From an optimization exercise on the open Yosys and OpenROAD flow, aimed at small area and a short achievable clock period; shortcuts taken in it are not production practice. Only simulation tests tie the RTL to the original design; equivalence was not proved. Power figures rest on the tool's default switching activity, not on a simulated workload.

==> build 90 <==
==> flow/design.v (excerpt) <==
module clb_tile (
	input clk,
	input config_in,
	input config_en,
	input config_reset,
	input [12:0]I1,
	input [12:0]I2,
	input [12:0]I3,
	input [12:0]I4,
	output [19:0]O
);
reg [1149:0]cfg;
reg [19:0]q;
wire [19:0]d;
always @ (posedge clk) begin
	if (config_en) begin
		cfg <= {cfg[1148:0], config_in};
	end
end
always @ (posedge clk) begin
	q <= d;
end
clb clb_0 ( .I1(I1), .I2(I2), .I3(I3), .I4(I4), .O(O), .d(d), .q(q), .cfg(cfg), .config_reset(config_reset) );
endmodule
Settings: LEC_CHECK=0, CAP_MARGIN=20, CELL_PAD_IN_SITES_DETAIL_PLACEMENT=2, CELL_PAD_IN_SITES_GLOBAL_PLACEMENT=2, CORE_MARGIN=2, CORE_UTILIZATION=30, CTS_CLUSTER_DIAMETER=80, CTS_CLUSTER_SIZE=20, PLACE_DENSITY=0.4, SETUP_SLACK_MARGIN=3.0, SLEW_MARGIN=20, SYNTH_HIERARCHICAL=1, SYNTH_MINIMUM_KEEP_SIZE=0; clock period 10.0 ns.
standard.sh (not shown) runs the stock make flow with config.mk's settings and CLKGATE_MAP_FILE= SYNTH_SCRIPT=/design/flow/synth_recipe.tcl, a recipe that flattens the netlist after the stock synthesis.
==> flow/flow/run.sh <==
#!/bin/bash
# Own layout flow: the standard flow, with
#  - one step added between synthesis and floorplan that swaps every
#    combinational cell to the smallest cell of its family (the repair steps
#    later size up what timing needs), and
#  - the port buffers made buf_4 cells instead of the default pick.
# Each tool's output goes to a log file of its own in this folder.
set -euo pipefail
bash standard.sh synth > synth.log 2>&1
DS_DB=orfs/results/${FLOW_PLATFORM}/clb_tile/base/1_synth.odb openroad -no_init -exit flow/downsize.tcl > downsize.log 2>&1
bash standard.sh "BUFFER_PORTS_ARGS=-buffer_cell sky130_fd_sc_hd__buf_4" finish > finish.log 2>&1
==> flow/flow/downsize.tcl <==
# Swap every combinational cell of the synthesized netlist to the smallest
# cell of its family (same function and pins); among equally small ones the
# strongest. Registers, and cells the platform marks don't-use, are kept.
# The later repair steps size up whatever timing, slew or load needs.
set db_file $::env(DS_DB)
read_db $db_file
set db [ord::get_db]
set block [ord::get_db_block]
set best [dict create]
foreach lib [$db getLibs] {
  foreach m [$lib getMasters] {
    set n [$m getName]
    if { ![regexp {^sky130_fd_sc_hd__(.+)_(\d+)$} $n -> fam drive] } { continue }
    if { [regexp {^(df|edf|sdf|sedf|dl|sdl|lpflow|probe|tap|fill|decap|diode|conb|clkdly|dly)} $fam] } { continue }
    set w [$m getWidth]
    if { ![dict exists $best $fam] } {
      dict set best $fam [list $w $drive $m]
    } else {
      lassign [dict get $best $fam] bw bd bm
      if { $w < $bw || ($w == $bw && $drive > $bd) } {
        dict set best $fam [list $w $drive $m]
      }
    }
  }
}
set swapped 0
foreach inst [$block getInsts] {
  set n [[$inst getMaster] getName]
  if { ![regexp {^sky130_fd_sc_hd__(.+)_(\d+)$} $n -> fam drive] } { continue }
  if { ![dict exists $best $fam] } { continue }
  set m [lindex [dict get $best $fam] 2]
  if { [$m getName] ne $n } {
    if { [$inst swapMaster $m] } { incr swapped }
  }
}
puts "downsize: swapped $swapped instances"
write_db $db_file
==> trial 61: changes against build 90 <==
--- a/flow/config.mk
+++ b/flow/config.mk
@@ -8,9 +8,9 @@
 export CAP_MARGIN = 20
-export CELL_PAD_IN_SITES_DETAIL_PLACEMENT = 2
-export CELL_PAD_IN_SITES_GLOBAL_PLACEMENT = 2
+export CELL_PAD_IN_SITES_DETAIL_PLACEMENT = 1
+export CELL_PAD_IN_SITES_GLOBAL_PLACEMENT = 1
 export CORE_MARGIN = 2
-export CORE_UTILIZATION = 30
+export CORE_UTILIZATION = 35
 export CTS_CLUSTER_DIAMETER = 80
 export CTS_CLUSTER_SIZE = 20
-export PLACE_DENSITY = 0.4
+export PLACE_DENSITY = 0.5
 export SETUP_SLACK_MARGIN = 3.0
==> comparison table <==
quantity                                                             trial 61    build 90
Outcome                                      no timing/DRC/antenna violations  no timing/DRC/antenna violations
Bufs w/o clock                                                            324         335
Tightest hold margin                                                 0.444 ns    0.448 ns
Switching part of the total power                                       0.352       0.364
Final Instance Count excl. Fillers                                       8549        9013
Final HPWL DP                                                       169000 µm   186000 µm
Core region area                                                   178000 µm²  207000 µm²
Power consumed by combinational cells                                 3080 µW     3320 µW
Sequential cell area share                                              0.467       0.460
Maximum number of pins on one net before global-route repair              167         169
Cell depth of the worst flop-to-flop path                                  16          14
Summed area of non-filler cells in the final layout                 74900 µm²   76000 µm²
Reg2reg start                                                            q[1]        q[3]
Number of antenna violations at the first check in global routing          16          13
Min cycle time layout                                                 6.97 ns     7.02 ns
Fraction of area in clock buffers and inverters                        0.0490      0.0524
Hold-critical path endpoint                                          cfg[395]    cfg[902]
RSZ-0062 raised after global routing                                       no         yes
Peak per-stage delay on the critical path                             0.41 ns     0.57 ns
Met2 wire len                                                       126000 µm   143000 µm
Global-route met2 utilization                                           0.455       0.440
Area of all sequential standard cells                               35000 µm²   35000 µm²
Launching instance or port of the critical path                         I2[7]       I2[2]
Portion of total power attributed to sequential cells                   0.453       0.432
Violation count after the first detailed-routing iteration              11900       11200

[what the ideal ports hide]
In the flow no input, the clock included, has a driving cell. The finished layouts below were timed again as built, in two steps. Step 1: set_driving_cell puts a clkbuf_16 on clk and a buf_2 on each other input, an assumption about the parent block. Step 2 moves the port delays by t, midway between the first and last clock arrival at a register: inputs arrive t later, outputs are due t later. That takes back most of the time a late clock gives input paths. Three values: no drivers, after step 1, after step 2; two values: the first two.
| run | t, ns | setup WS [ns] | latest minus earliest clock arrival (ns) |
|---|---|---|---|
| build 90 | 0.884 | 2.982 / 2.878 / 2.878 | 0.054 / 0.054 |
| trial 61 | 0.865 | 3.033 / 2.845 / 2.845 | 0.036 / 0.037 |
After both steps setup and hold are still met in every run listed. The setup slack of trial 61, which loses most, moves by -0.188 ns with the drivers and by -0.188 ns with both steps.
